This design comes from an exercise in tuning for small area, a short achievable clock period and few clock cycles per item on the open sky130 flow, not from production work. RTL that was checked went through simulation tests only; none was proved equivalent to the original. No functional check of the RTL was part of runs 3 and 4.

==> design.v <==
module boothsalgo(clock, reset, signal_in, mcand, mplier, product, done_signal, addOP, subOP);
    input clock, reset, signal_in;
    input signed [31:0] mcand;
    input signed [31:0] mplier;
    output reg signed [63:0] product;
    output reg done_signal;
    output reg [4:0] addOP;
    reg m31;              
    output reg [4:0] subOP;
    reg [31:0] X;         
    reg [31:0] L;         
    reg [31:0] H;         
    reg        busy;
    reg [3:0] sel;    
    reg [3:0] sel_n;  
    reg [1:0] idx;   
    wire mcand_fit1 = (~|mcand[31:7]) | (&mcand[31:7]);
    wire mcand_fit2 = (~|mcand[31:15]) | (&mcand[31:15]);
    wire mcand_fit3 = (~|mcand[31:23]) | (&mcand[31:23]);
    wire [1:0] n_mcand = mcand_fit1 ? 2'd0 : (mcand_fit2 ? 2'd1 : (mcand_fit3 ? 2'd2 : (3)));
    wire mplier_fit1 = (~|mplier[31:7]) | (&mplier[31:7]);
    wire mplier_fit2 = (~|mplier[31:15]) | (&mplier[31:15]);
    wire mplier_fit3 = (~|mplier[31:23]) | (&mplier[31:23]);
    wire [1:0] n_mplier = mplier_fit1 ? 2'd0 : (mplier_fit2 ? 2'd1 : (mplier_fit3 ? 2'd2 : (3)));
    wire swap = n_mcand < n_mplier;
    wire [8:0] ys = {swap ? mcand[7:0] : mplier[7:0], 1'b0};
    wire [8:0] yn = L[15:7];
    wire [33:0] xe = {{2{X[31]}}, X};
    wire [33:0] x2 = {X[31], X, 1'b0};
    reg one0, two0, neg0;
    reg one0_n, two0_n, neg0_n;    
    wire ones0 = ys[0] ^ ys[1];
    wire twos0 = (ys[2] & ~ys[1] & ~ys[0]) | (~ys[2] & ys[1] & ys[0]);
    wire onen0 = yn[0] ^ yn[1];
    wire twon0 = (yn[2] & ~yn[1] & ~yn[0]) | (~yn[2] & yn[1] & yn[0]);
    wire [33:0] pp0 = {(({17{~one0_n}} & xe[33:17]) | ({17{~two0_n}} & x2[33:17])) ^ {17{~neg0_n}},
                         (({17{one0}} & xe[16:0]) | ({17{two0}} & x2[16:0])) ^ {17{neg0}}};
    reg one1, two1, neg1;
    reg one1_n, two1_n, neg1_n;    
    wire ones1 = ys[2] ^ ys[3];
    wire twos1 = (ys[4] & ~ys[3] & ~ys[2]) | (~ys[4] & ys[3] & ys[2]);
    wire onen1 = yn[2] ^ yn[3];
    wire twon1 = (yn[4] & ~yn[3] & ~yn[2]) | (~yn[4] & yn[3] & yn[2]);
    wire [33:0] pp1 = {(({17{~one1_n}} & xe[33:17]) | ({17{~two1_n}} & x2[33:17])) ^ {17{~neg1_n}},
                         (({17{one1}} & xe[16:0]) | ({17{two1}} & x2[16:0])) ^ {17{neg1}}};
    reg one2, two2, neg2;
    reg one2_n, two2_n, neg2_n;    
    wire ones2 = ys[4] ^ ys[5];
    wire twos2 = (ys[6] & ~ys[5] & ~ys[4]) | (~ys[6] & ys[5] & ys[4]);
    wire onen2 = yn[4] ^ yn[5];
    wire twon2 = (yn[6] & ~yn[5] & ~yn[4]) | (~yn[6] & yn[5] & yn[4]);
    wire [33:0] pp2 = {(({17{~one2_n}} & xe[33:17]) | ({17{~two2_n}} & x2[33:17])) ^ {17{~neg2_n}},
                         (({17{one2}} & xe[16:0]) | ({17{two2}} & x2[16:0])) ^ {17{neg2}}};
    reg one3, two3, neg3;
    reg one3_n, two3_n, neg3_n;    
    wire ones3 = ys[6] ^ ys[7];
    wire twos3 = (ys[8] & ~ys[7] & ~ys[6]) | (~ys[8] & ys[7] & ys[6]);
    wire onen3 = yn[6] ^ yn[7];
    wire twon3 = (yn[8] & ~yn[7] & ~yn[6]) | (~yn[8] & yn[7] & yn[6]);
    wire [33:0] pp3 = {(({17{~one3_n}} & xe[33:17]) | ({17{~two3_n}} & x2[33:17])) ^ {17{~neg3_n}},
                         (({17{one3}} & xe[16:0]) | ({17{two3}} & x2[16:0])) ^ {17{neg3}}};
    always @(posedge clock) begin
        one0 <= signal_in ? ones0 : onen0;
        two0 <= signal_in ? twos0 : twon0;
        neg0 <= signal_in ? ys[2] : yn[2];
        one0_n <= ~(signal_in ? ones0 : onen0);
        two0_n <= ~(signal_in ? twos0 : twon0);
        neg0_n <= ~(signal_in ? ys[2] : yn[2]);
        one1 <= signal_in ? ones1 : onen1;
        two1 <= signal_in ? twos1 : twon1;
        neg1 <= signal_in ? ys[4] : yn[4];
        one1_n <= ~(signal_in ? ones1 : onen1);
        two1_n <= ~(signal_in ? twos1 : twon1);
        neg1_n <= ~(signal_in ? ys[4] : yn[4]);
        one2 <= signal_in ? ones2 : onen2;
        two2 <= signal_in ? twos2 : twon2;
        neg2 <= signal_in ? ys[6] : yn[6];
        one2_n <= ~(signal_in ? ones2 : onen2);
        two2_n <= ~(signal_in ? twos2 : twon2);
        neg2_n <= ~(signal_in ? ys[6] : yn[6]);
        one3 <= signal_in ? ones3 : onen3;
        two3 <= signal_in ? twos3 : twon3;
        neg3 <= signal_in ? ys[8] : yn[8];
        one3_n <= ~(signal_in ? ones3 : onen3);
        two3_n <= ~(signal_in ? twos3 : twon3);
        neg3_n <= ~(signal_in ? ys[8] : yn[8]);
    end
    wire cs1;
    wire cs2;
    wire cs3;
    wire cs4;
    wire cs5;
    wire cs6;
    wire cs7;
    wire cs8;
    wire cs9;
    wire cs10;
    wire cs11;
    wire cs12;
    wire cs13;
    wire cs14;
    wire cs15;
    wire cs16;
    wire cs17;
    wire cs18;
    wire cs19;
    wire cs20;
    wire cs21;
    wire cs22;
    wire cs23;
    wire cs24;
    wire cs25;
    wire cs26;
    wire cs27;
    wire cs28;
    wire cs29;
    wire cs30;
    wire cs31;
    wire cs32;
    wire cs33;
    wire cs34;
    wire cs35;
    wire cs36;
    wire cs37;
    wire cs38;
    wire cs39;
    wire cs40;
    wire cs41;
    wire cs42;
    wire cs43;
    wire cs44;
    wire cs45;
    wire cs46;
    wire cs47;
    wire cs48;
    wire cs49;
    wire cs50;
    wire cs51;
    wire cs52;
    wire cs53;
    wire cs54;
    wire cs55;
    wire cs56;
    wire cs57;
    wire cs58;
    wire cs59;
    wire cs60;
    wire cs61;
    wire cs62;
    wire cs63;
    wire cs64;
    wire cs65;
    wire cs66;
    wire cs67;
    wire cs68;
    wire cs69;
    wire cs70;
    wire cs71;
    wire cs72;
    wire cs73;
    wire cs74;
    wire cs75;
    wire cs76;
    wire cs77;
    wire cs78;
    wire cs79;
    wire cs80;
    wire cs81;
    wire cs82;
    wire cs83;
    wire cs84;
    wire cs85;
    wire cs86;
    wire cs87;
    wire cs88;
    wire cs89;
    wire cs90;
    wire cs91;
    wire cs92;
    wire cs93;
    wire cs94;
    wire cs95;
    wire cs96;
    wire cs97;
    wire cs98;
    wire cs99;
    wire cs100;
    wire cs101;
    wire cs102;
    wire cs103;
    wire cs104;
    wire cs105;
    wire cs106;
    wire cs107;
    wire cs108;
    wire cs109;
    wire cs110;
    wire cs111;
    wire cs112;
    wire cs113;
    wire cs114;
    wire cs115;
    wire cs116;
    wire cs117;
    wire cs118;
    wire cs119;
    wire cs120;
    wire cs121;
    wire cs122;
    wire cs123;
    wire cs124;
    wire cs125;
    wire cs126;
    wire cs127;
    wire cs128;
    wire cs129;
    wire cs130;
    wire cs131;
    wire cs132;
    wire cs133;
    wire cs134;
    wire cs135;
    wire cs136;
    wire cs137;
    wire cs138;
    wire cs139;
    wire cs140;
    wire cs141;
    wire cs142;
    wire cs143;
    wire cs144;
    wire cs145;
    wire cs146;
    wire cs147;
    wire cs148;
    wire cs149;
    wire cs150;
    wire cs151;
    wire cs152;
    wire cs153;
    wire cs154;
    wire cs155;
    wire cs156;
    wire cs157;
    wire cs158;
    wire cs159;
    wire cs160;
    wire cs161;
    wire cs162;
    wire cs163;
    wire cs164;
    wire cs165;
    wire cs166;
    wire cs167;
    wire cs168;
    wire cs169;
    wire cs170;
    wire cs171;
    wire cs172;
    wire cs173;
    wire cs174;
    wire cs175;
    wire cs176;
    wire cs177;
    wire cs178;
    wire cs179;
    wire cs180;
    wire cs181;
    wire cs182;
    wire cs183;
    wire cs184;
    wire cs185;
    wire cs186;
    wire cs187;
    wire cs188;
    wire cs189;
    wire cs190;
    wire cs191;
    wire cs192;
    wire cs193;
    wire cs194;
    wire cs195;
    wire cs196;
    wire cs197;
    wire cs198;
    wire cs199;
    wire cs200;
    wire cs201;
    wire cs202;
    wire cs203;
    wire cs204;
    wire cs205;
    wire cs206;
    wire cs207;
    wire cs208;
    wire cs209;
    wire cs210;
    wire cs211;
    wire cs212;
    wire cs213;
    wire cs214;
    wire cs215;
    wire cs216;
    wire cs217;
    wire cs218;
    wire cs219;
    wire cs220;
    wire cs221;
    wire cs222;
    wire cs223;
    wire cs224;
    wire cs225;
    wire cs226;
    wire cs227;
    wire cs228;
    wire cs229;
    wire cs230;
    wire cs231;
    wire cs232;
    wire cs233;
    wire cs234;
    wire cs235;
    wire cs236;
    wire cs237;
    wire cs238;
    wire cs239;
    wire cs240;
    wire cs241;
    wire cs242;
    wire cs243;
    wire cs244;
    wire cs245;
    wire cs246;
    wire cs247;
    wire cs248;
    wire cs249;
    wire cs250;
    wire cs251;
    wire cs252;
    wire cs253;
    wire cs254;
    wire cs255;
    wire cs256;
    wire cs257;
    wire cs258;
    wire cs259;
    wire cs260;
    wire cs261;
    wire cs262;
    wire cs263;
    wire cs264;
    assign cs1 = H[4] ^ pp0[4];
    assign cs2 = H[4] & pp0[4];
    assign cs3 = H[5] ^ pp0[5];
    assign cs4 = H[5] & pp0[5];
    assign cs5 = H[6] ^ pp0[6] ^ pp1[4];
    assign cs6 = (H[6] & pp0[6]) | (H[6] & pp1[4]) | (pp0[6] & pp1[4]);
    assign cs7 = pp2[2] ^ pp3[0];
    assign cs8 = pp2[2] & pp3[0];
    assign cs9 = H[7] ^ pp0[7] ^ pp1[5];
    assign cs10 = (H[7] & pp0[7]) | (H[7] & pp1[5]) | (pp0[7] & pp1[5]);
    assign cs11 = pp2[3] ^ pp3[1];
    assign cs12 = pp2[3] & pp3[1];
    assign cs13 = H[8] ^ pp0[8] ^ pp1[6];
    assign cs14 = (H[8] & pp0[8]) | (H[8] & pp1[6]) | (pp0[8] & pp1[6]);
    assign cs15 = pp2[4] ^ pp3[2];
    assign cs16 = pp2[4] & pp3[2];
    assign cs17 = H[9] ^ pp0[9] ^ pp1[7];
    assign cs18 = (H[9] & pp0[9]) | (H[9] & pp1[7]) | (pp0[9] & pp1[7]);
    assign cs19 = pp2[5] ^ pp3[3];
    assign cs20 = pp2[5] & pp3[3];
    assign cs21 = H[10] ^ pp0[10] ^ pp1[8];
    assign cs22 = (H[10] & pp0[10]) | (H[10] & pp1[8]) | (pp0[10] & pp1[8]);
    assign cs23 = pp2[6] ^ pp3[4];
    assign cs24 = pp2[6] & pp3[4];
    assign cs25 = H[11] ^ pp0[11] ^ pp1[9];
    assign cs26 = (H[11] & pp0[11]) | (H[11] & pp1[9]) | (pp0[11] & pp1[9]);
    assign cs27 = pp2[7] ^ pp3[5];
    assign cs28 = pp2[7] & pp3[5];
    assign cs29 = H[12] ^ pp0[12] ^ pp1[10];
    assign cs30 = (H[12] & pp0[12]) | (H[12] & pp1[10]) | (pp0[12] & pp1[10]);
    assign cs31 = pp2[8] ^ pp3[6];
    assign cs32 = pp2[8] & pp3[6];
    assign cs33 = H[13] ^ pp0[13] ^ pp1[11];
    assign cs34 = (H[13] & pp0[13]) | (H[13] & pp1[11]) | (pp0[13] & pp1[11]);
    assign cs35 = pp2[9] ^ pp3[7];
    assign cs36 = pp2[9] & pp3[7];
    assign cs37 = H[14] ^ pp0[14] ^ pp1[12];
    assign cs38 = (H[14] & pp0[14]) | (H[14] & pp1[12]) | (pp0[14] & pp1[12]);
    assign cs39 = pp2[10] ^ pp3[8];
    assign cs40 = pp2[10] & pp3[8];
    assign cs41 = H[15] ^ pp0[15] ^ pp1[13];
    assign cs42 = (H[15] & pp0[15]) | (H[15] & pp1[13]) | (pp0[15] & pp1[13]);
    assign cs43 = pp2[11] ^ pp3[9];
    assign cs44 = pp2[11] & pp3[9];
    assign cs45 = H[16] ^ pp0[16] ^ pp1[14];
    assign cs46 = (H[16] & pp0[16]) | (H[16] & pp1[14]) | (pp0[16] & pp1[14]);
    assign cs47 = pp2[12] ^ pp3[10];
    assign cs48 = pp2[12] & pp3[10];
    assign cs49 = H[17] ^ pp0[17] ^ pp1[15];
    assign cs50 = (H[17] & pp0[17]) | (H[17] & pp1[15]) | (pp0[17] & pp1[15]);
    assign cs51 = pp2[13] ^ pp3[11];
    assign cs52 = pp2[13] & pp3[11];
    assign cs53 = H[18] ^ pp0[18] ^ pp1[16];
    assign cs54 = (H[18] & pp0[18]) | (H[18] & pp1[16]) | (pp0[18] & pp1[16]);
    assign cs55 = pp2[14] ^ pp3[12];
    assign cs56 = pp2[14] & pp3[12];
    assign cs57 = H[19] ^ pp0[19] ^ pp1[17];
    assign cs58 = (H[19] & pp0[19]) | (H[19] & pp1[17]) | (pp0[19] & pp1[17]);
    assign cs59 = pp2[15] ^ pp3[13];
    assign cs60 = pp2[15] & pp3[13];
    assign cs61 = H[20] ^ pp0[20] ^ pp1[18];
    assign cs62 = (H[20] & pp0[20]) | (H[20] & pp1[18]) | (pp0[20] & pp1[18]);
    assign cs63 = pp2[16] ^ pp3[14];
    assign cs64 = pp2[16] & pp3[14];
    assign cs65 = H[21] ^ pp0[21] ^ pp1[19];
    assign cs66 = (H[21] & pp0[21]) | (H[21] & pp1[19]) | (pp0[21] & pp1[19]);
    assign cs67 = pp2[17] ^ pp3[15];
    assign cs68 = pp2[17] & pp3[15];
    assign cs69 = H[22] ^ pp0[22] ^ pp1[20];
    assign cs70 = (H[22] & pp0[22]) | (H[22] & pp1[20]) | (pp0[22] & pp1[20]);
    assign cs71 = pp2[18] ^ pp3[16];
    assign cs72 = pp2[18] & pp3[16];
    assign cs73 = H[23] ^ pp0[23] ^ pp1[21];
    assign cs74 = (H[23] & pp0[23]) | (H[23] & pp1[21]) | (pp0[23] & pp1[21]);
    assign cs75 = pp2[19] ^ pp3[17];
    assign cs76 = pp2[19] & pp3[17];
    assign cs77 = H[24] ^ pp0[24] ^ pp1[22];
    assign cs78 = (H[24] & pp0[24]) | (H[24] & pp1[22]) | (pp0[24] & pp1[22]);
    assign cs79 = pp2[20] ^ pp3[18];
    assign cs80 = pp2[20] & pp3[18];
    assign cs81 = H[25] ^ pp0[25] ^ pp1[23];
    assign cs82 = (H[25] & pp0[25]) | (H[25] & pp1[23]) | (pp0[25] & pp1[23]);
    assign cs83 = pp2[21] ^ pp3[19];
    assign cs84 = pp2[21] & pp3[19];
    assign cs85 = H[26] ^ pp0[26] ^ pp1[24];
    assign cs86 = (H[26] & pp0[26]) | (H[26] & pp1[24]) | (pp0[26] & pp1[24]);
    assign cs87 = pp2[22] ^ pp3[20];
    assign cs88 = pp2[22] & pp3[20];
    assign cs89 = H[27] ^ pp0[27] ^ pp1[25];
    assign cs90 = (H[27] & pp0[27]) | (H[27] & pp1[25]) | (pp0[27] & pp1[25]);
    assign cs91 = pp2[23] ^ pp3[21];
    assign cs92 = pp2[23] & pp3[21];
    assign cs93 = H[28] ^ pp0[28] ^ pp1[26];
    assign cs94 = (H[28] & pp0[28]) | (H[28] & pp1[26]) | (pp0[28] & pp1[26]);
    assign cs95 = pp2[24] ^ pp3[22];
    assign cs96 = pp2[24] & pp3[22];
    assign cs97 = H[29] ^ pp0[29] ^ pp1[27];
    assign cs98 = (H[29] & pp0[29]) | (H[29] & pp1[27]) | (pp0[29] & pp1[27]);
    assign cs99 = pp2[25] ^ pp3[23];
    assign cs100 = pp2[25] & pp3[23];
    assign cs101 = H[30] ^ pp0[30] ^ pp1[28];
    assign cs102 = (H[30] & pp0[30]) | (H[30] & pp1[28]) | (pp0[30] & pp1[28]);
    assign cs103 = pp2[26] ^ pp3[24];
    assign cs104 = pp2[26] & pp3[24];
    assign cs105 = ~H[31] ^ pp0[31] ^ pp1[29];
    assign cs106 = (~H[31] & pp0[31]) | (~H[31] & pp1[29]) | (pp0[31] & pp1[29]);
    assign cs107 = pp2[27] ^ pp3[25] ^ 1'b1;
    assign cs108 = (pp2[27] & pp3[25]) | (pp2[27] & 1'b1) | (pp3[25] & 1'b1);
    assign cs109 = pp0[32] ^ pp1[30] ^ pp2[28];
    assign cs110 = (pp0[32] & pp1[30]) | (pp0[32] & pp2[28]) | (pp1[30] & pp2[28]);
    assign cs111 = pp3[26] ^ 1'b1;
    assign cs112 = pp3[26] & 1'b1;
    assign cs113 = ~pp0[33] ^ pp1[31] ^ pp2[29];
    assign cs114 = (~pp0[33] & pp1[31]) | (~pp0[33] & pp2[29]) | (pp1[31] & pp2[29]);
    assign cs115 = pp1[32] ^ pp2[30];
    assign cs116 = pp1[32] & pp2[30];
    assign cs117 = H[2] ^ pp0[2];
    assign cs118 = H[2] & pp0[2];
    assign cs119 = H[3] ^ pp0[3];
    assign cs120 = H[3] & pp0[3];
    assign cs121 = cs1 ^ pp1[2] ^ pp2[0];
    assign cs122 = (cs1 & pp1[2]) | (cs1 & pp2[0]) | (pp1[2] & pp2[0]);
    assign cs123 = cs2 ^ cs3 ^ pp1[3];
    assign cs124 = (cs2 & cs3) | (cs2 & pp1[3]) | (cs3 & pp1[3]);
    assign cs125 = cs4 ^ cs5 ^ cs7;
    assign cs126 = (cs4 & cs5) | (cs4 & cs7) | (cs5 & cs7);
    assign cs127 = cs6 ^ cs8 ^ cs9;
    assign cs128 = (cs6 & cs8) | (cs6 & cs9) | (cs8 & cs9);
    assign cs129 = cs10 ^ cs12 ^ cs13;
    assign cs130 = (cs10 & cs12) | (cs10 & cs13) | (cs12 & cs13);
    assign cs131 = cs14 ^ cs16 ^ cs17;
    assign cs132 = (cs14 & cs16) | (cs14 & cs17) | (cs16 & cs17);
    assign cs133 = cs18 ^ cs20 ^ cs21;
    assign cs134 = (cs18 & cs20) | (cs18 & cs21) | (cs20 & cs21);
    assign cs135 = cs22 ^ cs24 ^ cs25;
    assign cs136 = (cs22 & cs24) | (cs22 & cs25) | (cs24 & cs25);
    assign cs137 = cs26 ^ cs28 ^ cs29;
    assign cs138 = (cs26 & cs28) | (cs26 & cs29) | (cs28 & cs29);
    assign cs139 = cs30 ^ cs32 ^ cs33;
    assign cs140 = (cs30 & cs32) | (cs30 & cs33) | (cs32 & cs33);
    assign cs141 = cs34 ^ cs36 ^ cs37;
    assign cs142 = (cs34 & cs36) | (cs34 & cs37) | (cs36 & cs37);
    assign cs143 = cs38 ^ cs40 ^ cs41;
    assign cs144 = (cs38 & cs40) | (cs38 & cs41) | (cs40 & cs41);
    assign cs145 = cs42 ^ cs44 ^ cs45;
    assign cs146 = (cs42 & cs44) | (cs42 & cs45) | (cs44 & cs45);
    assign cs147 = cs46 ^ cs48 ^ cs49;
    assign cs148 = (cs46 & cs48) | (cs46 & cs49) | (cs48 & cs49);
    assign cs149 = cs50 ^ cs52 ^ cs53;
    assign cs150 = (cs50 & cs52) | (cs50 & cs53) | (cs52 & cs53);
    assign cs151 = cs54 ^ cs56 ^ cs57;
    assign cs152 = (cs54 & cs56) | (cs54 & cs57) | (cs56 & cs57);
    assign cs153 = cs58 ^ cs60 ^ cs61;
    assign cs154 = (cs58 & cs60) | (cs58 & cs61) | (cs60 & cs61);
    assign cs155 = cs62 ^ cs64 ^ cs65;
    assign cs156 = (cs62 & cs64) | (cs62 & cs65) | (cs64 & cs65);
    assign cs157 = cs66 ^ cs68 ^ cs69;
    assign cs158 = (cs66 & cs68) | (cs66 & cs69) | (cs68 & cs69);
    assign cs159 = cs70 ^ cs72 ^ cs73;
    assign cs160 = (cs70 & cs72) | (cs70 & cs73) | (cs72 & cs73);
    assign cs161 = cs74 ^ cs76 ^ cs77;
    assign cs162 = (cs74 & cs76) | (cs74 & cs77) | (cs76 & cs77);
    assign cs163 = cs78 ^ cs80 ^ cs81;
    assign cs164 = (cs78 & cs80) | (cs78 & cs81) | (cs80 & cs81);
    assign cs165 = cs82 ^ cs84 ^ cs85;
    assign cs166 = (cs82 & cs84) | (cs82 & cs85) | (cs84 & cs85);
    assign cs167 = cs86 ^ cs88 ^ cs89;
    assign cs168 = (cs86 & cs88) | (cs86 & cs89) | (cs88 & cs89);
    assign cs169 = cs90 ^ cs92 ^ cs93;
    assign cs170 = (cs90 & cs92) | (cs90 & cs93) | (cs92 & cs93);
    assign cs171 = cs94 ^ cs96 ^ cs97;
    assign cs172 = (cs94 & cs96) | (cs94 & cs97) | (cs96 & cs97);
    assign cs173 = cs98 ^ cs100 ^ cs101;
    assign cs174 = (cs98 & cs100) | (cs98 & cs101) | (cs100 & cs101);
    assign cs175 = cs102 ^ cs104 ^ cs105;
    assign cs176 = (cs102 & cs104) | (cs102 & cs105) | (cs104 & cs105);
    assign cs177 = cs106 ^ cs108 ^ cs109;
    assign cs178 = (cs106 & cs108) | (cs106 & cs109) | (cs108 & cs109);
    assign cs179 = cs110 ^ cs112 ^ cs113;
    assign cs180 = (cs110 & cs112) | (cs110 & cs113) | (cs112 & cs113);
    assign cs181 = cs114 ^ cs115 ^ pp3[28];
    assign cs182 = (cs114 & cs115) | (cs114 & pp3[28]) | (cs115 & pp3[28]);
    assign cs183 = cs116 ^ ~pp1[33] ^ pp2[31];
    assign cs184 = (cs116 & ~pp1[33]) | (cs116 & pp2[31]) | (~pp1[33] & pp2[31]);
    assign cs185 = pp2[32] ^ pp3[30];
    assign cs186 = pp2[32] & pp3[30];
    assign cs187 = H[0] ^ pp0[0];
    assign cs188 = H[0] & pp0[0];
    assign cs189 = H[1] ^ pp0[1];
    assign cs190 = H[1] & pp0[1];
    assign cs191 = cs117 ^ pp1[0] ^ neg1;
    assign cs192 = (cs117 & pp1[0]) | (cs117 & neg1) | (pp1[0] & neg1);
    assign cs193 = cs118 ^ cs119 ^ pp1[1];
    assign cs194 = (cs118 & cs119) | (cs118 & pp1[1]) | (cs119 & pp1[1]);
    assign cs195 = cs120 ^ cs121 ^ neg2;
    assign cs196 = (cs120 & cs121) | (cs120 & neg2) | (cs121 & neg2);
    assign cs197 = cs122 ^ cs123 ^ pp2[1];
    assign cs198 = (cs122 & cs123) | (cs122 & pp2[1]) | (cs123 & pp2[1]);
    assign cs199 = cs124 ^ cs125 ^ neg3;
    assign cs200 = (cs124 & cs125) | (cs124 & neg3) | (cs125 & neg3);
    assign cs201 = cs126 ^ cs127 ^ cs11;
    assign cs202 = (cs126 & cs127) | (cs126 & cs11) | (cs127 & cs11);
    assign cs203 = cs128 ^ cs129 ^ cs15;
    assign cs204 = (cs128 & cs129) | (cs128 & cs15) | (cs129 & cs15);
    assign cs205 = cs130 ^ cs131 ^ cs19;
    assign cs206 = (cs130 & cs131) | (cs130 & cs19) | (cs131 & cs19);
    assign cs207 = cs132 ^ cs133 ^ cs23;
    assign cs208 = (cs132 & cs133) | (cs132 & cs23) | (cs133 & cs23);
    assign cs209 = cs134 ^ cs135 ^ cs27;
    assign cs210 = (cs134 & cs135) | (cs134 & cs27) | (cs135 & cs27);
    assign cs211 = cs136 ^ cs137 ^ cs31;
    assign cs212 = (cs136 & cs137) | (cs136 & cs31) | (cs137 & cs31);
    assign cs213 = cs138 ^ cs139 ^ cs35;
    assign cs214 = (cs138 & cs139) | (cs138 & cs35) | (cs139 & cs35);
    assign cs215 = cs140 ^ cs141 ^ cs39;
    assign cs216 = (cs140 & cs141) | (cs140 & cs39) | (cs141 & cs39);
    assign cs217 = cs142 ^ cs143 ^ cs43;
    assign cs218 = (cs142 & cs143) | (cs142 & cs43) | (cs143 & cs43);
    assign cs219 = cs144 ^ cs145 ^ cs47;
    assign cs220 = (cs144 & cs145) | (cs144 & cs47) | (cs145 & cs47);
    assign cs221 = cs146 ^ cs147 ^ cs51;
    assign cs222 = (cs146 & cs147) | (cs146 & cs51) | (cs147 & cs51);
    assign cs223 = cs148 ^ cs149 ^ cs55;
    assign cs224 = (cs148 & cs149) | (cs148 & cs55) | (cs149 & cs55);
    assign cs225 = cs150 ^ cs151 ^ cs59;
    assign cs226 = (cs150 & cs151) | (cs150 & cs59) | (cs151 & cs59);
    assign cs227 = cs152 ^ cs153 ^ cs63;
    assign cs228 = (cs152 & cs153) | (cs152 & cs63) | (cs153 & cs63);
    assign cs229 = cs154 ^ cs155 ^ cs67;
    assign cs230 = (cs154 & cs155) | (cs154 & cs67) | (cs155 & cs67);
    assign cs231 = cs156 ^ cs157 ^ cs71;
    assign cs232 = (cs156 & cs157) | (cs156 & cs71) | (cs157 & cs71);
    assign cs233 = cs158 ^ cs159 ^ cs75;
    assign cs234 = (cs158 & cs159) | (cs158 & cs75) | (cs159 & cs75);
    assign cs235 = cs160 ^ cs161 ^ cs79;
    assign cs236 = (cs160 & cs161) | (cs160 & cs79) | (cs161 & cs79);
    assign cs237 = cs162 ^ cs163 ^ cs83;
    assign cs238 = (cs162 & cs163) | (cs162 & cs83) | (cs163 & cs83);
    assign cs239 = cs164 ^ cs165 ^ cs87;
    assign cs240 = (cs164 & cs165) | (cs164 & cs87) | (cs165 & cs87);
    assign cs241 = cs166 ^ cs167 ^ cs91;
    assign cs242 = (cs166 & cs167) | (cs166 & cs91) | (cs167 & cs91);
    assign cs243 = cs168 ^ cs169 ^ cs95;
    assign cs244 = (cs168 & cs169) | (cs168 & cs95) | (cs169 & cs95);
    assign cs245 = cs170 ^ cs171 ^ cs99;
    assign cs246 = (cs170 & cs171) | (cs170 & cs99) | (cs171 & cs99);
    assign cs247 = cs172 ^ cs173 ^ cs103;
    assign cs248 = (cs172 & cs173) | (cs172 & cs103) | (cs173 & cs103);
    assign cs249 = cs174 ^ cs175 ^ cs107;
    assign cs250 = (cs174 & cs175) | (cs174 & cs107) | (cs175 & cs107);
    assign cs251 = cs176 ^ cs177 ^ cs111;
    assign cs252 = (cs176 & cs177) | (cs176 & cs111) | (cs177 & cs111);
    assign cs253 = cs178 ^ cs179 ^ pp3[27];
    assign cs254 = (cs178 & cs179) | (cs178 & pp3[27]) | (cs179 & pp3[27]);
    assign cs255 = cs180 ^ cs181 ^ 1'b1;
    assign cs256 = (cs180 & cs181) | (cs180 & 1'b1) | (cs181 & 1'b1);
    assign cs257 = cs182 ^ cs183 ^ pp3[29];
    assign cs258 = (cs182 & cs183) | (cs182 & pp3[29]) | (cs183 & pp3[29]);
    assign cs259 = cs184 ^ cs185 ^ 1'b1;
    assign cs260 = (cs184 & cs185) | (cs184 & 1'b1) | (cs185 & 1'b1);
    assign cs261 = cs186 ^ ~pp2[33] ^ pp3[31];
    assign cs262 = (cs186 & ~pp2[33]) | (cs186 & pp3[31]) | (~pp2[33] & pp3[31]);
    assign cs263 = pp3[32] ^ 1'b1;
    assign cs264 = pp3[32] & 1'b1;
    wire [39:0] sum = {cs264, cs262, cs260, cs258, cs256, cs254, cs252, cs250, cs248, cs246, cs244, cs242, cs240, cs238, cs236, cs234, cs232, cs230, cs228, cs226, cs224, cs222, cs220, cs218, cs216, cs214, cs212, cs210, cs208, cs206, cs204, cs202, cs200, cs198, cs196, cs194, cs192, cs190, cs188, cs187} + {~pp3[33], cs263, cs261, cs259, cs257, cs255, cs253, cs251, cs249, cs247, cs245, cs243, cs241, cs239, cs237, cs235, cs233, cs231, cs229, cs227, cs225, cs223, cs221, cs219, cs217, cs215, cs213, cs211, cs209, cs207, cs205, cs203, cs201, cs199, cs197, cs195, cs193, cs191, cs189, neg0};
    wire [31:0] rises = mplier & ~{mplier[30:0], 1'b0};
    reg [11:0] gcnt;      
    wire [2:0] gn0;
    wire [2:0] gn1;
    wire [2:0] gn2;
    wire [2:0] gn3;
    wire gq1;
    wire gq2;
    wire gq3;
    wire gq4;
    wire gq5;
    wire gq6;
    wire gq7;
    wire gq8;
    wire gq9;
    wire gq10;
    wire gq11;
    wire gq12;
    wire gq13;
    wire gq14;
    wire gq15;
    wire gq16;
    assign gq1 = (rises[0] | rises[1]) ^ (rises[2] | rises[3]);
    assign gq2 = (rises[0] | rises[1]) & (rises[2] | rises[3]);
    assign gq3 = gq1 ^ (rises[4] | rises[5]);
    assign gq4 = gq1 & (rises[4] | rises[5]);
    assign gn0 = {1'b0, gq4, gq3} + {1'b0, gq2, (rises[6] | rises[7])};
    assign gq5 = (rises[8] | rises[9]) ^ (rises[10] | rises[11]);
    assign gq6 = (rises[8] | rises[9]) & (rises[10] | rises[11]);
    assign gq7 = gq5 ^ (rises[12] | rises[13]);
    assign gq8 = gq5 & (rises[12] | rises[13]);
    assign gn1 = {1'b0, gq8, gq7} + {1'b0, gq6, (rises[14] | rises[15])};
    assign gq9 = (rises[16] | rises[17]) ^ (rises[18] | rises[19]);
    assign gq10 = (rises[16] | rises[17]) & (rises[18] | rises[19]);
    assign gq11 = gq9 ^ (rises[20] | rises[21]);
    assign gq12 = gq9 & (rises[20] | rises[21]);
    assign gn2 = {1'b0, gq12, gq11} + {1'b0, gq10, (rises[22] | rises[23])};
    assign gq13 = (rises[24] | rises[25]) ^ (rises[26] | rises[27]);
    assign gq14 = (rises[24] | rises[25]) & (rises[26] | rises[27]);
    assign gq15 = gq13 ^ (rises[28] | rises[29]);
    assign gq16 = gq13 & (rises[28] | rises[29]);
    assign gn3 = {1'b0, gq16, gq15} + {1'b0, gq14, (rises[30] | rises[31])};
    always @(posedge clock) gcnt <= {gn3, gn2, gn1, gn0};
    wire pc1;
    wire pc2;
    wire pc3;
    wire pc4;
    wire pc5;
    wire pc6;
    wire pc7;
    wire pc8;
    wire pc9;
    wire pc10;
    wire pc11;
    wire pc12;
    assign pc1 = gcnt[0] ^ gcnt[3];
    assign pc2 = gcnt[0] & gcnt[3];
    assign pc3 = gcnt[1] ^ gcnt[4] ^ gcnt[7];
    assign pc4 = (gcnt[1] & gcnt[4]) | (gcnt[1] & gcnt[7]) | (gcnt[4] & gcnt[7]);
    assign pc5 = gcnt[2] ^ gcnt[5] ^ gcnt[8];
    assign pc6 = (gcnt[2] & gcnt[5]) | (gcnt[2] & gcnt[8]) | (gcnt[5] & gcnt[8]);
    assign pc7 = pc1 ^ gcnt[6];
    assign pc8 = pc1 & gcnt[6];
    assign pc9 = pc2 ^ pc3 ^ gcnt[10];
    assign pc10 = (pc2 & pc3) | (pc2 & gcnt[10]) | (pc3 & gcnt[10]);
    assign pc11 = pc4 ^ pc5 ^ gcnt[11];
    assign pc12 = (pc4 & pc5) | (pc4 & gcnt[11]) | (pc5 & gcnt[11]);
    wire [4:0] nsub = {1'b0, pc12, pc10, pc8, pc7} + {1'b0, pc6, pc11, pc9, gcnt[9]};
    wire [63:0] al0 = $signed({H, L}) >>> 24;
    wire [63:0] al1 = $signed({H, L}) >>> 16;
    wire [63:0] al2 = $signed({H, L}) >>> 8;
    wire [63:0] al3 = $signed({H, L}) >>> 0;
    always @(posedge clock) begin
        if (reset) begin
            busy <= 1'b0;
            done_signal <= 1'b0;
        end else if (signal_in) begin
            X <= swap ? mplier : mcand;
            L <= swap ? mcand : mplier;
            sel <= 4'd1 << (swap ? n_mcand : n_mplier);
            sel_n <= ~(4'd1 << (swap ? n_mcand : n_mplier));
            H <= 32'd0;
            idx <= 2'd0;
            busy <= 1'b1;
            done_signal <= 1'b0;
            m31 <= mplier[31];
        end else if (busy) begin
            if (idx == 2'd0) subOP <= nsub;
            H <= sum[39:8];
            L <= {sum[7:0], L[31:8]};
            idx <= idx + 1'b1;
            if (sel[idx]) begin
                busy <= 1'b0;
                done_signal <= 1'b1;
            end
        end
    end
    always @(*) begin
        addOP = subOP - {4'd0, m31};
        product = 64'd0;
        product[31:0] = product[31:0] | ({32{sel[0]}} & al0[31:0]);
        product[63:32] = product[63:32] | ({32{~sel_n[0]}} & al0[63:32]);
        product[31:0] = product[31:0] | ({32{sel[1]}} & al1[31:0]);
        product[63:32] = product[63:32] | ({32{~sel_n[1]}} & al1[63:32]);
        product[31:0] = product[31:0] | ({32{sel[2]}} & al2[31:0]);
        product[63:32] = product[63:32] | ({32{~sel_n[2]}} & al2[63:32]);
        product[31:0] = product[31:0] | ({32{sel[3]}} & al3[31:0]);
        product[63:32] = product[63:32] | ({32{~sel_n[3]}} & al3[63:32]);
    end
endmodule
==> run.sh <==
#!/bin/bash
# synth_recipe.tcl (not shown) runs the flow's synth.tcl, then flattens the netlist and writes it again
# the make line also repeats each setting of config.mk as NAME=value (left out here)
make -C /OpenROAD-flow-scripts/flow DESIGN_CONFIG=/design/flow/config.mk WORK_HOME=/design/flow/orfs CLKGATE_MAP_FILE= SYNTH_SCRIPT=/design/flow/synth_recipe.tcl finish
==> config.mk <==
export PLATFORM = sky130hd
export DESIGN_NAME = boothsalgo
export DESIGN_NICKNAME = boothsalgo
export VERILOG_FILES = /design/flow/design.v
export SDC_FILE = /design/flow/constraint.sdc
export NUM_CORES = 4
export LEC_CHECK = 0
export ABC_AREA = 1
export CAP_MARGIN = 20
export CORE_MARGIN = 2
export CORE_UTILIZATION = 40
export SETUP_SLACK_MARGIN = 2.8
export SLEW_MARGIN = 20
==> constraint.sdc <==
create_clock -name core_clock -period 6.5 [get_ports {clock}]
set_input_delay 1.3000 -clock core_clock [delete_from_list [all_inputs] [get_ports {clock}]]
set_output_delay 1.3000 -clock core_clock [all_outputs]
set_load 0.01 [all_outputs]
==> impl_metrics.json, run 1 <==
{
  "min_path_type": "reg2reg",
  "firstDrtPassIters": 6,
  "hold_violations": 0,
  "ant_nets": 0,
  "cts_buffer_depth": 2,
  "ios": 142,
  "final_util": 0.5515,
  "grt_max_degree": 68,
  "max-cap-violations": 0,
  "synth-warning-count": 1,
  "die_h_um": 203.7,
  "rows": 73,
  "avgSynthCellArea_sq_um": 7.649,
  "critPathMaxStageDelay_ns": 0.59,
  "worst_path_dominant_cell_family": "adder cells",
  "cts_buffers": 17,
  "crit_slowest_cell": "nor4_1",
  "grt_pass1_vias": 15560,
  "ys_ff_latch": 150,
  "antenna_cells": 0,
  "clkSlewWorstSetupHoldPaths_ns": 0.07,
  "nFillCells": 3687,
  "coreArea_sq_um": 39550,
  "routabilityCongestion": 0.9809,
  "crit_type": "reg2reg",
  "drtIter0Drc": 1705,
  "rsz0062_at_grt": "true",
  "yosys_most_used_dff": "edfxtp_1",
  "ys_async_sr_fraction": 0,
  "rr_startpoint": "X[6]",
  "relSlewSlack": 0.2833,
  "status": "timing/DRC/antenna clean",
  "min_from": "done_signal",
  "layout_common_cells": "inv_1 (338), nand2_1 (224), buf_4 (130)",
  "final_area_sq_um": 21810,
  "vias": 16160,
  "period_share": 0.6586,
  "grt_first_pass_wirelength_um": 96110,
  "critPathCaptureType": "flip-flop",
  "grt_usage": 0.3137,
  "critPathBufInv": 5,
  "netlist_area_sq_um": 15960,
  "insertion_delay_ns": 0.47,
  "wl_per_cell_um": 23.09,
  "dpl.hpwl_um": 50580,
  "tritoncts": "built",
  "seqCellArea_sq_um": 4177,
  "synth_edf_count": 112,
  "initial_core_util": 0.4035,
  "multi_input_area_sq_um": 11860,
  "dieArea_sq_um": 41510,
  "setup_tns_ns": 0,
  "h-tree-depth": 4,
  "worst_setup_path_start_kind": "flip-flop",
  "fin_nets": 2597,
  "dp.cells": 2674,
  "cts-root-buf": "clkbuf_16",
  "chipWidth_um": 203.7,
  "antenna_found_initial": 3,
  "cts.sink_count": 150,
  "arrival_ns": 4.60,
  "port_buffers": 141,
  "ys_types": 41,
  "syn_to_final_growth_pct": 36.70,
  "finalNonFillerCells": 2863,
  "crit_fanout": 5,
  "required_ns": 6.82,
  "seq_area_frac_synth": 0.2584,
  "final_layout_size_suffix_gt1_frac": 0.2571,
  "slew_violations": 0,
  "netlist_instances": 2086,
  "fmax_mhz": 233.6,
  "min_period_ns": 4.281,
  "critPathLaunch": "X[6]",
  "layout_commonest_cell": "inv_1",
  "drc": 0,
  "grt_overflow": 0,
  "tightest_slew_ns": 1.075,
  "skew_ns": 0.01478,
  "finalSetupViolCount": 0,
  "path_cells": "inv_4 -> buf_6 -> o22ai_2 -> xor2_1 -> fa_1 -> inv_1 -> fa_1 -> inv_1 -> fa_1 -> inv_2 -> ha_4 -> nand2_4 -> nor4_1 -> nand4_1 -> nand3_2 -> o21ai_1 -> a21oi_1",
  "synth_nets": 2358,
  "vias_per_cell": 5.645,
  "critPathMostFrequentCell": "fa_1",
  "hold_buffers": 0,
  "placed_cell_area_sq_um": 18630,
  "postRouteWirelength_um": 66110
}
==> routing by layer <==
layer  GRT usage  up-vias  routed length (um)
met5           0        -                  21
met4      0.1502        4                3512
met3     0.06440      165                5819
met2      0.4879      844               29660
met1      0.4172     7770               27090
li1            -     7380                   -
==> final timing paths <==
path | end | slack, ns | depth (start not counted)
setup / recovery | H[26] | 2.22 | 17
hold / removal | done_signal | 0.52 | 2
setup reg to reg | H[26] | 2.22 | 17
hold reg to reg | done_signal | 0.52 | 2
==> sequential cells by signal (all words and copies together), names as in the netlist, 2 cells and up <==
signal and cells:
subOP 5, idx 2, gcnt 12, H 32, L 32, X 32
sel 4, sel_n 4
==> cell families (layout without fill, tap and decap cells) <==
group	Yosys count	in the layout	share of synthesized area
AOI/OAI and AO/OA	577	577	0.2038
adders and majority gates	207	207	0.2114
buffers and inverters	519	769	0.1241
and+or+nand+nor	492	494	0.1248
xor gates and xnor gates	141	141	0.07739
DFF	150	150	0.2584
==> through the flow <==
step	setup slack [ns]	hold WS (ns)
after floorplan	2.504	0.4911
after global placement	1.607	0.5005
after detailed placement	1.550	0.5117
after CTS	2.270	0.5274
after global routing	2.031	0.5733
final	2.219	0.5184
==> timing repair <==
item                       4_1_cts  5_1_grt
setup buffers                  100       50
gates resized for setup        273      123
setup endpoints to repair      183      111
cloned                           5        2
pin swaps                       99       56
==> worst register-to-register path: stages, from the launching register on <==
cell and delay [ns]:
edfxtp_1 0.45, inv_4 0.13, buf_6 0.11, o22ai_2 0.07, xor2_1 0.18, fa_1 0.48
inv_1 0.05, fa_1 0.48, inv_1 0.05, fa_1 0.52, inv_2 0.05, ha_4 0.33
nand2_4 0.10, nor4_1 0.59, nand4_1 0.21, nand3_2 0.13, o21ai_1 0.06, a21oi_1 0.17
==> cell type report <==
type | count | area share
Multi-Input combinational cell | 1419 | 0.5436
Sequential cell | 150 | 0.1915
Clock buffer | 18 | 0.02013
Timing Repair Buffer | 298 | 0.1259
Timing Repair inverter | 5 | 0.001721
Tap cell | 525 | 0.03012
Clock inverter | 14 | 0.005335
Inverter | 434 | 0.08180
==> synth_stat cells, types with 6 or more instances <==
| library cell | n | area share |
|---|---|---|
| inv_1 | 428 | 0.10 |
| nand2_1 | 264 | 0.062 |
| o22ai_1 | 167 | 0.065 |
| a21oi_1 | 158 | 0.050 |
| o21ai_0 | 153 | 0.048 |
| nor2_1 | 144 | 0.034 |
| xor2_1 | 135 | 0.074 |
| edfxtp_1 | 112 | 0.21 |
| fa_1 | 105 | 0.13 |
| ha_1 | 100 | 0.078 |
| clkbuf_1 | 68 | 0.016 |
| o21ai_1 | 44 | 0.014 |
| nand3_1 | 43 | 0.013 |
| dfxtp_1 | 38 | 0.048 |
| nor3_1 | 14 | 0.0044 |
| a31oi_1 | 12 | 0.0047 |
| nand4_1 | 9 | 0.0035 |
| a21o_1 | 8 | 0.0038 |
| a221o_1 | 8 | 0.0050 |
| buf_2 | 8 | 0.0025 |
| o221ai_1 | 8 | 0.0044 |
| buf_1 | 6 | 0.0014 |
| xnor2_1 | 6 | 0.0033 |
Testbench counts, summed over its fixed seeds: cycles 8,914, mults 3,200.
==> run 2, diff against run 1 <==
--- a/config.mk
+++ b/config.mk
@@ -10,4 +10,4 @@
 export CORE_MARGIN = 2
-export CORE_UTILIZATION = 40
-export SETUP_SLACK_MARGIN = 2.8
+export CORE_UTILIZATION = 60
+export SETUP_SLACK_MARGIN = 2.0
 export SLEW_MARGIN = 20
==> impl_metrics.json, run 2 <==
{
  "hold_buffers": 0,
  "ys_async_sr_fraction": 0,
  "arrival_ns": 4.76,
  "h-tree-depth": 4,
  "netlist_instances": 2086,
  "r2r_slack_ns": 1.91,
  "yosysTopAreaCell": "edfxtp_1",
  "ios": 142,
  "syn_to_final_growth_pct": 21.75,
  "antenna_found_initial": 0,
  "period_share": 0.7054,
  "reg_top3": "H (32), L (32), X (32)",
  "skew_ns": 0.01777,
  "seq_area_frac_synth": 0.2584,
  "ant_nets": 0,
  "final_util": 0.7455,
  "placed_cell_area_sq_um": 17580,
  "yosysMostFrequentCell": "inv_1",
  "layout_commonest_cell": "inv_1",
  "max-cap-violations": 0,
  "r2r-end": "H[30]",
  "ys_types": 41,
  "grt_max_degree": 71,
  "yosys_most_used_dff": "edfxtp_1",
  "layout_common_cells": "inv_1 (390), nand2_1 (242), o22ai_1 (152)",
  "netlist_area_sq_um": 15960,
  "critPathLaunch": "two0",
  "wl_per_cell_um": 23.60,
  "fin_nets": 2481,
  "fmax_mhz": 218.1,
  "vias_per_cell": 6.428,
  "required_ns": 6.68,
  "die_h_um": 167.1,
  "multi_input_area_sq_um": 10690,
  "grt_overflow": 0,
  "crit_type": "reg2reg",
  "setup_tns_ns": 0,
  "seqCellArea_sq_um": 4161,
  "tritoncts": "built",
  "crit_end": "H[30]",
  "routabilityCongestion": 1.010,
  "final_layout_size_suffix_gt1_frac": 0.1283,
  "firstDrtPassIters": 8,
  "initial_core_util": 0.6123,
  "cts-root-buf": "clkbuf_16",
  "min_from": "gcnt[9]",
  "dieArea_sq_um": 27910,
  "hold_violations": 0,
  "synthTopCellsByArea": "edfxtp_1 (21%), fa_1 (13%), inv_1 (10%)",
  "rr_worst_depth": 21,
  "cts_buffer_depth": 2,
  "chipWidth_um": 167.1,
  "grt_pass1_vias": 15710,
  "min_period_ns": 4.585,
  "port_buffers": 141,
  "postRouteWirelength_um": 60340,
  "crit_fanout": 5,
  "relSlewSlack": 0.2723,
  "drtIter0Drc": 2765,
  "finalSetupViolCount": 0,
  "insertion_delay_ns": 0.45,
  "synth_edf_count": 112,
  "ys_top_cells_by_count": "inv_1 (428), nand2_1 (264), o22ai_1 (167)",
  "avgSynthCellArea_sq_um": 7.649,
  "rows": 59,
  "grt_usage": 0.4183,
  "antenna_cells": 0,
  "rsz0062_at_grt": "true",
  "synth_top_area_frac": 0.2108,
  "dpl.hpwl_um": 44850,
  "grt_first_pass_wirelength_um": 89020,
  "whs_ns": 0.5389,
  "synth_nets": 2358,
  "min_path_type": "reg2reg",
  "tightest_slew_ns": 1.092,
  "critPathCaptureType": "flip-flop",
  "coreArea_sq_um": 26060,
  "clkSlewWorstSetupHoldPaths_ns": 0.08,
  "rr_startpoint": "two0",
  "ys_ff_latch": 150,
  "final_area_sq_um": 19430,
  "nFillCells": 1928,
  "status": "timing/DRC/antenna clean",
  "worstHoldPathCells": 1,
  "drc": 0,
  "worst_setup_path_start_kind": "flip-flop",
  "cts.sink_count": 150,
  "cts_buffers": 17,
  "slew_violations": 0,
  "vias": 16440,
  "synth-warning-count": 1
}
## run 2: metrics by stage
stage / setup slack [ns] / instances
detailed placement: 1.208 / 2488
CTS: 2.002 / 2542
floorplan: 2.037 / 2086
finish: 1.915 / 2557
global placement: 1.236 / 2486
global route: 1.739 / 2557
## run 2: logic make-up (layout without fill, tap and decap cells)
kind of cell | after synthesis | after routing | share of synthesized area
compound gates | 577 | 577 | 0.2038
simple gates | 492 | 492 | 0.1248
xor+xnor | 141 | 141 | 0.07739
buf+inv | 519 | 655 | 0.1241
flops | 150 | 150 | 0.2584
fa+ha+maj | 207 | 207 | 0.2114
## run 2: routing by layer
layer	up-vias	routed length (um)	part of all wire	global-route usage
met5	-	0	0	0
met4	0	4355	0.072	0.2301
met3	310	7374	0.12	0.09078
met2	1335	26780	0.44	0.6570
met1	7654	21830	0.36	0.5402
li1	7138	-	-	-
## run 2: worst min path at each step
stage | slack (ns) | to
2_1_floorplan | 0.49 | neg3_n
3_3_place_gp | 0.52 | subOP[0]
3_5_place_dp | 0.52 | subOP[0]
4_1_cts | 0.54 | subOP[0]
5_1_grt | 0.57 | subOP[0]
6_report | 0.54 | subOP[0]
## run 2: layout make-up
cell class,instances,area share
Multi-Input combinational cell,1417,0.5501
Sequential cell,150,0.2142
Timing Repair Buffer,186,0.09339
Inverter,434,0.08701
Clock buffer,17,0.02190
Tap cell,335,0.02158
Clock inverter,15,0.01069
Timing Repair inverter,3,0.001159
## run 2: repair_timing
item	4_1_cts	5_1_grt
gates cloned	3	0
endpoints found under the setup margin	54	48
setup buffers	19	15
resized for setup	108	165
pin swaps	5	22
## run 2: critical path: stages (launching register included)
cell and delay [ns]:
dfxtp_4 0.39, clkinvlp_4 0.16, buf_4 0.17, o22ai_2 0.15, xor2_1 0.11, fa_1 0.51, inv_1 0.06, fa_1 0.53
inv_1 0.05, fa_1 0.50, inv_1 0.07, ha_4 0.25, a21oi_2 0.19, inv_1 0.07, a21oi_2 0.18, inv_1 0.09
a21oi_1 0.13, o21ai_0 0.09, nand2_1 0.08, nand3_1 0.20, o21ai_2 0.24, a21oi_1 0.07
==> run 3, diff against run 2 <==
--- a/design.v
+++ b/design.v
@@ -29,4 +29,4 @@
     wire [33:0] x2 = {X[31], X, 1'b0};
-    reg one0, two0, neg0;
-    reg one0_n, two0_n, neg0_n;    
+    reg one0_a, two0_a, one0_b, two0_b;    
+    reg neg0, neg0_n;
     wire ones0 = ys[0] ^ ys[1];
@@ -35,6 +35,6 @@
     wire twon0 = (yn[2] & ~yn[1] & ~yn[0]) | (~yn[2] & yn[1] & yn[0]);
-    wire [33:0] pp0 = {(({17{~one0_n}} & xe[33:17]) | ({17{~two0_n}} & x2[33:17])) ^ {17{~neg0_n}},
-                         (({17{one0}} & xe[16:0]) | ({17{two0}} & x2[16:0])) ^ {17{neg0}}};
-    reg one1, two1, neg1;
-    reg one1_n, two1_n, neg1_n;    
+    wire [33:0] pp0 = {(({17{~one0_b}} & xe[33:17]) | ({17{~two0_b}} & x2[33:17])) ^ {17{~neg0_n}},
+                         (({17{~one0_a}} & xe[16:0]) | ({17{~two0_a}} & x2[16:0])) ^ {17{neg0}}};
+    reg one1_a, two1_a, one1_b, two1_b;    
+    reg neg1, neg1_n;
     wire ones1 = ys[2] ^ ys[3];
@@ -43,6 +43,6 @@
     wire twon1 = (yn[4] & ~yn[3] & ~yn[2]) | (~yn[4] & yn[3] & yn[2]);
-    wire [33:0] pp1 = {(({17{~one1_n}} & xe[33:17]) | ({17{~two1_n}} & x2[33:17])) ^ {17{~neg1_n}},
-                         (({17{one1}} & xe[16:0]) | ({17{two1}} & x2[16:0])) ^ {17{neg1}}};
-    reg one2, two2, neg2;
-    reg one2_n, two2_n, neg2_n;    
+    wire [33:0] pp1 = {(({17{~one1_b}} & xe[33:17]) | ({17{~two1_b}} & x2[33:17])) ^ {17{~neg1_n}},
+                         (({17{~one1_a}} & xe[16:0]) | ({17{~two1_a}} & x2[16:0])) ^ {17{neg1}}};
+    reg one2_a, two2_a, one2_b, two2_b;    
+    reg neg2, neg2_n;
     wire ones2 = ys[4] ^ ys[5];
@@ -51,6 +51,6 @@
     wire twon2 = (yn[6] & ~yn[5] & ~yn[4]) | (~yn[6] & yn[5] & yn[4]);
-    wire [33:0] pp2 = {(({17{~one2_n}} & xe[33:17]) | ({17{~two2_n}} & x2[33:17])) ^ {17{~neg2_n}},
-                         (({17{one2}} & xe[16:0]) | ({17{two2}} & x2[16:0])) ^ {17{neg2}}};
-    reg one3, two3, neg3;
-    reg one3_n, two3_n, neg3_n;    
+    wire [33:0] pp2 = {(({17{~one2_b}} & xe[33:17]) | ({17{~two2_b}} & x2[33:17])) ^ {17{~neg2_n}},
+                         (({17{~one2_a}} & xe[16:0]) | ({17{~two2_a}} & x2[16:0])) ^ {17{neg2}}};
+    reg one3_a, two3_a, one3_b, two3_b;    
+    reg neg3, neg3_n;
     wire ones3 = ys[6] ^ ys[7];
@@ -59,29 +59,37 @@
     wire twon3 = (yn[8] & ~yn[7] & ~yn[6]) | (~yn[8] & yn[7] & yn[6]);
-    wire [33:0] pp3 = {(({17{~one3_n}} & xe[33:17]) | ({17{~two3_n}} & x2[33:17])) ^ {17{~neg3_n}},
-                         (({17{one3}} & xe[16:0]) | ({17{two3}} & x2[16:0])) ^ {17{neg3}}};
+    wire [33:0] pp3 = {(({17{~one3_b}} & xe[33:17]) | ({17{~two3_b}} & x2[33:17])) ^ {17{~neg3_n}},
+                         (({17{~one3_a}} & xe[16:0]) | ({17{~two3_a}} & x2[16:0])) ^ {17{neg3}}};
     always @(posedge clock) begin
-        one0 <= signal_in ? ones0 : onen0;
-        two0 <= signal_in ? twos0 : twon0;
         neg0 <= signal_in ? ys[2] : yn[2];
-        one0_n <= ~(signal_in ? ones0 : onen0);
-        two0_n <= ~(signal_in ? twos0 : twon0);
         neg0_n <= ~(signal_in ? ys[2] : yn[2]);
-        one1 <= signal_in ? ones1 : onen1;
-        two1 <= signal_in ? twos1 : twon1;
+        one0_b <= ~(signal_in ? ones0 : onen0);
+        two0_b <= ~(signal_in ? twos0 : twon0);
+        if (signal_in | busy) begin
+            one0_a <= ~(signal_in ? ones0 : onen0);
+            two0_a <= ~(signal_in ? twos0 : twon0);
+        end
         neg1 <= signal_in ? ys[4] : yn[4];
-        one1_n <= ~(signal_in ? ones1 : onen1);
-        two1_n <= ~(signal_in ? twos1 : twon1);
         neg1_n <= ~(signal_in ? ys[4] : yn[4]);
-        one2 <= signal_in ? ones2 : onen2;
-        two2 <= signal_in ? twos2 : twon2;
+        one1_b <= ~(signal_in ? ones1 : onen1);
+        two1_b <= ~(signal_in ? twos1 : twon1);
+        if (signal_in | busy) begin
+            one1_a <= ~(signal_in ? ones1 : onen1);
+            two1_a <= ~(signal_in ? twos1 : twon1);
+        end
         neg2 <= signal_in ? ys[6] : yn[6];
-        one2_n <= ~(signal_in ? ones2 : onen2);
-        two2_n <= ~(signal_in ? twos2 : twon2);
         neg2_n <= ~(signal_in ? ys[6] : yn[6]);
-        one3 <= signal_in ? ones3 : onen3;
-        two3 <= signal_in ? twos3 : twon3;
+        one2_b <= ~(signal_in ? ones2 : onen2);
+        two2_b <= ~(signal_in ? twos2 : twon2);
+        if (signal_in | busy) begin
+            one2_a <= ~(signal_in ? ones2 : onen2);
+            two2_a <= ~(signal_in ? twos2 : twon2);
+        end
         neg3 <= signal_in ? ys[8] : yn[8];
-        one3_n <= ~(signal_in ? ones3 : onen3);
-        two3_n <= ~(signal_in ? twos3 : twon3);
         neg3_n <= ~(signal_in ? ys[8] : yn[8]);
+        one3_b <= ~(signal_in ? ones3 : onen3);
+        two3_b <= ~(signal_in ? twos3 : twon3);
+        if (signal_in | busy) begin
+            one3_a <= ~(signal_in ? ones3 : onen3);
+            two3_a <= ~(signal_in ? twos3 : twon3);
+        end
     end
--- a/config.mk
+++ b/config.mk
@@ -10,3 +10,3 @@
 export CORE_MARGIN = 2
-export CORE_UTILIZATION = 60
+export CORE_UTILIZATION = 40
 export SETUP_SLACK_MARGIN = 2.0
==> impl_metrics.json, run 3 <==
{
  "postRouteWirelength_um": 60730,
  "crit_fanout": 25,
  "tritoncts": "built",
  "avgSynthCellArea_sq_um": 7.765,
  "cts_buffers": 17,
  "synth_top_area_frac": 0.2252,
  "r2r_slack_ns": 2.11,
  "fmax_mhz": 224.2,
  "initial_core_util": 0.4037,
  "rr_startpoint": "two1_a",
  "synthTopCellsByArea": "edfxtp_1 (23%), fa_1 (13%), inv_1 (9.2%)",
  "r2r-end": "H[17]",
  "arrival_ns": 3.16,
  "cts-root-buf": "clkbuf_16",
  "port_buffers": 141,
  "yosysTopAreaCell": "edfxtp_1",
  "dpl.hpwl_um": 48610,
  "ys_async_sr_fraction": 0,
  "ys_ff_latch": 150,
  "rsz0062_at_grt": "true",
  "setup_tns_ns": 0,
  "grt_pass1_vias": 14950,
  "final_layout_size_suffix_gt1_frac": 0.1261,
  "ios": 142,
  "coreArea_sq_um": 39640,
  "relSlewSlack": 0.2948,
  "netlist_area_sq_um": 16000,
  "skew_ns": 0.01085,
  "ys_types": 46,
  "pre_cts_slack_ns": 1.287,
  "die_h_um": 204.0,
  "h-tree-depth": 4,
  "synth_edf_count": 120,
  "worst_setup_path_start_kind": "flip-flop",
  "rows": 73,
  "fin_ws_ns": 2.040,
  "hold_violations": 0,
  "slew_violations": 0,
  "layout_commonest_cell": "inv_1",
  "period_share": 0.6862,
  "syn_to_final_growth_pct": 22.40,
  "yosys_most_used_dff": "edfxtp_1",
  "vias_per_cell": 5.626,
  "hold_buffers": 0,
  "fin_nets": 2447,
  "synth_nets": 2333,
  "cts.sink_count": 150,
  "layout_common_cells": "inv_1 (359), nand2_1 (232), o21ai_0 (174)",
  "antenna_cells": 0,
  "cts_buffer_depth": 2,
  "rr_worst_depth": 19,
  "crit_end": "product[24]",
  "ant_nets": 0,
  "wl_per_cell_um": 22.39,
  "drtIter0Drc": 1573,
  "clkSlewWorstSetupHoldPaths_ns": 0.07,
  "reg_top3": "H (32), L (32), X (32)",
  "drc": 0,
  "grt_overflow": 0,
  "synth-warning-count": 1,
  "routabilityCongestion": 1.008,
  "yosysMostFrequentCell": "inv_1",
  "required_ns": 5.20,
  "critPathCaptureType": "primary output",
  "status": "timing/DRC/antenna clean",
  "grt_max_degree": 68,
  "dieArea_sq_um": 41630,
  "seq_area_frac_synth": 0.2627,
  "ys_top_cells_by_count": "inv_1 (392), nand2_1 (253), o21ai_0 (196)",
  "grt_first_pass_wirelength_um": 90260,
  "min_from": "done_signal",
  "min_path_type": "reg2reg",
  "grt_usage": 0.2907,
  "antenna_found_initial": 0,
  "tightest_slew_ns": 1.047,
  "firstDrtPassIters": 5,
  "chipWidth_um": 204.0,
  "min_period_ns": 4.460,
  "critPathLaunch": "sel[2]",
  "insertion_delay_ns": 0.46,
  "netlist_instances": 2061,
  "finalSetupViolCount": 0,
  "crit_type": "reg2out",
  "max-cap-violations": 0,
  "vias": 15260
}
## run 3: cell count changes in the layout (fill, tap and decap cells not counted), moves of 6 or more
cell,previous run,this run
nand2_1,242,232
o21ai_0,130,174
o21ai_1,57,27
nor3_1,12,2
nor2_2,24,17
edfxtp_1,112,120
xor2_1,129,136
a21oi_2,20,26
inv_1,390,359
ha_4,12,18
o22ai_2,13,7
## run 3: worst min-delay path by stage
stage                             end  depth (start not counted)
after global routing      done_signal                          2
after CTS                 done_signal                          2
after global placement    done_signal                          2
after detailed placement  done_signal                          2
after floorplan           done_signal                          2
final                     done_signal                          2
## run 3: final cells by class
cell class	instances	area, sq um
Fill cell	3878	20050
Inverter	400	1545
Multi-Input combinational cell	1416	10690
Tap cell	525	656.9
Timing Repair inverter	1	7.507
Sequential cell	150	4235
Timing Repair Buffer	189	1842
Clock buffer	17	425.4
Clock inverter	15	188.9
## run 3: kinds of logic after synthesis
logic type	synth area share
AOI/OAI and AO/OA	0.2084
xor gates and xnor gates	0.07771
adders and majority gates	0.2108
buffers and inverters	0.1188
DFF	0.2627
and+or+nand+nor	0.1217
## run 3: metal layers
layer	track usage	vias up	part of all wire	wire length (um)
li1	-	7087	-	-
met1	0.3980	7323	0.43	25850
met2	0.4739	741	0.46	28130
met3	0.03603	111	0.075	4552
met4	0.1027	0	0.036	2203
met5	0	-	0	0
## run 3: per-stage QoR
stage | instance area, sq um | instances | hold slack (ns) | util
global placement | 17770 | 2642 | 0.4605 | 0.4483
global route | 19590 | 2713 | 0.4852 | 0.4942
CTS | 18680 | 2689 | 0.4769 | 0.4713
finish | 19590 | 2713 | 0.4681 | 0.4942
floorplan | 16010 | 2061 | 0.4664 | -
detailed placement | 17770 | 2642 | 0.4672 | 0.4483
## run 3: repair_timing
item / 4_1_cts / 5_1_grt
pin swaps: 4 / 33
resized for setup: 73 / 187
gates cloned: 0 / 1
endpoints found under the setup margin: 34 / 36
setup buffers: 15 / 23
## run 3: worst max-delay path, stage by stage (launching register included)
cell	delay [ns]
edfxtp_1	0.57
inv_1	0.81
o22ai_1	0.29
a21oi_1	0.21
o21ai_0	0.23
clkdlybuf4s50_1	0.57
==> run 4, diff against run 3 <==
--- a/design.v
+++ b/design.v
@@ -9,3 +9,4 @@
     output reg [4:0] subOP;
-    reg [31:0] X;         
+    reg [31:0] Xn;        
+    wire [31:0] X = ~Xn;
     reg [31:0] L;         
@@ -701,3 +702,3 @@
         end else if (signal_in) begin
-            X <= swap ? mplier : mcand;
+            Xn <= ~(swap ? mplier : mcand);
             L <= swap ? mcand : mplier;
==> impl_metrics.json, run 4 <==
{
  "synth_edf_count": 120,
  "dieArea_sq_um": 41610,
  "ant_nets": 0,
  "rsz0062_at_grt": "true",
  "tightest_slew_ns": 1.104,
  "coreArea_sq_um": 39640,
  "clkSlewWorstSetupHoldPaths_ns": 0.07,
  "chipWidth_um": 204.0,
  "slew_violations": 0,
  "grt_pass1_vias": 14650,
  "critPathCaptureType": "primary output",
  "finalNonFillerCells": 2708,
  "cts-root-buf": "clkbuf_16",
  "avgSynthCellArea_sq_um": 7.858,
  "worst_setup_path_start_kind": "flip-flop",
  "synthTopCellsByArea": "edfxtp_1 (23%), fa_1 (13%), inv_1 (8.3%)",
  "synth_top_area_frac": 0.2252,
  "layout_common_cells": "inv_1 (341), nand2_1 (209), o22ai_1 (160)",
  "fin_ws_ns": 2.020,
  "ys_ff_latch": 150,
  "grt_first_pass_wirelength_um": 90180,
  "final_layout_size_suffix_gt1_frac": 0.1503,
  "ys_top_cells_by_count": "inv_1 (354), nand2_1 (236), o22ai_1 (182)",
  "crit_type": "reg2out",
  "worst_path_dominant_cell_family": "buffers and inverters",
  "ys_types": 49,
  "arrival_ns": 3.18,
  "yosysMostFrequentCell": "inv_1",
  "whs_ns": 0.4474,
  "grt_max_degree": 87,
  "grt_usage": 0.2928,
  "crit_slowest_cell": "edfxtp_1",
  "hold_buffers": 0,
  "final_area_sq_um": 19860,
  "finalSetupViolCount": 0,
  "firstDrtPassIters": 5,
  "cts.sink_count": 150,
  "fin_nets": 2442,
  "postRouteWirelength_um": 62210,
  "drc": 0,
  "setup_tns_ns": 0,
  "yosysTopAreaCell": "edfxtp_1",
  "cts_buffers": 17,
  "layout_commonest_cell": "inv_1",
  "max-cap-violations": 0,
  "final_util": 0.5010,
  "vias_per_cell": 5.679,
  "antenna_found_initial": 0,
  "dpl.hpwl_um": 48550,
  "pre_cts_slack_ns": 1.320,
  "status": "timing/DRC/antenna clean",
  "skew_ns": 0.02162,
  "path_cells": "inv_1 -> o21ai_0 -> clkdlybuf4s50_1",
  "drtIter0Drc": 1515,
  "relSlewSlack": 0.2640,
  "critPathMaxStageDelay_ns": 0.78,
  "initial_core_util": 0.4036,
  "period_share": 0.6892,
  "grt_overflow": 0,
  "hold_violations": 0,
  "insertion_delay_ns": 0.46,
  "ys_async_sr_fraction": 0,
  "synth_nets": 2308,
  "routabilityCongestion": 0.9649,
  "min_period_ns": 4.480,
  "port_buffers": 141,
  "placed_cell_area_sq_um": 17600,
  "h-tree-depth": 4,
  "netlist_instances": 2036,
  "synth-warning-count": 1,
  "min_path_type": "reg2reg",
  "yosys_most_used_dff": "edfxtp_1",
  "antenna_cells": 0,
  "rows": 73,
  "ios": 142,
  "critPathBufInv": 2,
  "seq_area_frac_synth": 0.2628,
  "crit_fanout": 20,
  "netlist_area_sq_um": 16000,
  "cts_buffer_depth": 2,
  "dp.cells": 2585,
  "required_ns": 5.20,
  "reg_top3": "H (32), L (32), Xn (32)",
  "tritoncts": "built",
  "syn_to_final_growth_pct": 24.13,
  "fmax_mhz": 223.2,
  "vias": 15380,
  "die_h_um": 204.0,
  "wl_per_cell_um": 22.97
}
[run 4: path summary, 6_finish.rpt]
check / from / to / slack [ns] / depth (start not counted)
max: sel[0] / product[17] / 2.02 / 3
min: done_signal / done_signal / 0.45 / 2
max reg2reg: one0_a / H[23] / 2.03 / 21
min reg2reg: done_signal / done_signal / 0.45 / 2
[run 4: what timing repair did]
| action | 4_1_cts | 5_1_grt |
|---|---|---|
| gates resized for setup | 59 | 193 |
| hold endpoints to repair | 0 | 0 |
| pin swaps | 4 | 40 |
| endpoints found under the setup margin | 37 | 33 |
| buffers inserted | 21 | 70 |
[run 4: cell type report]
class | instances | area (sq um)
clock inverters | 15 | 155.1
multi-input cells | 1404 | 10850
repair buffers | 239 | 2167
flip-flops and latches | 150 | 4235
inverters | 358 | 1368
well taps | 525 | 656.9
clock buffers | 17 | 425.4
fillers | 3840 | 19780
[run 4: worst reg2reg max path, delay by kind of cell (launching register included)]
kind	cells	cell delay, ns
DFF	1	0.44
buffers and inverters	5	0.41
AOI/OAI and AO/OA	4	0.80
adders and majority gates	4	1.87
xor gates and xnor gates	1	0.12
and+or+nand+nor	7	0.59
[run 4: cell families (layout without fill, tap and decap cells)]
| family | count (synthesis) | after routing | share of synthesized area |
|---|---|---|---|
| AOI/OAI and AO/OA | 555 | 555 | 0.1995 |
| and+or+nand+nor | 487 | 487 | 0.1240 |
| buffers and inverters | 482 | 629 | 0.1171 |
| adders and majority gates | 206 | 206 | 0.2102 |
| DFF | 150 | 150 | 0.2628 |
| xor gates and xnor gates | 142 | 142 | 0.07774 |
| muxes | 14 | 14 | 0.008759 |
[run 4: per-layer routing]
metal / part of all wire / global-route usage / vias to the layer above
met5: 0 / 0 / -
met4: 0.040 / 0.1123 / 0
met3: 0.084 / 0.04369 / 115
met2: 0.46 / 0.4717 / 754
met1: 0.41 / 0.3976 / 7468
li1: - / - / 7043

[re-timing with driven ports]
How much do the figures lean on ideal ports? The routed layouts below were timed once more, with nothing changed but the port constraints. Step 1: set_driving_cell puts a clkbuf_16 on clock and a buf_2 on each other input, an assumption about the parent block. Step 2, shift: input delay + t, output delay - t, t = (earliest + latest rising clock arrival at the registers) / 2. This alone moves slack from input paths to output paths. Slacks: ideal / step 1 / step 2; pairs: ideal / step 1.
run	shift t [ns]	setup slack, ns	hold slack, ns	latest minus earliest clock arrival (ns)	cell pins on the clock port's net
run 1	0.516	2.219 / 2.219 / 2.219	0.518 / 0.518 / 0.518	0.015 / 0.015	1
run 2	0.498	1.915 / 1.915 / 1.766	0.539 / 0.539 / 0.539	0.018 / 0.018	1
run 3	0.508	2.040 / 1.987 / 1.803	0.468 / 0.468 / 0.468	0.012 / 0.011	1
run 4	0.506	2.020 / 1.966 / 1.719	0.447 / 0.447 / 0.447	0.023 / 0.023	1
After both steps every run listed still meets setup and hold. For run 4, which loses most, drivers alone change the setup slack by -0.054 ns; drivers and shift together by -0.301 ns.
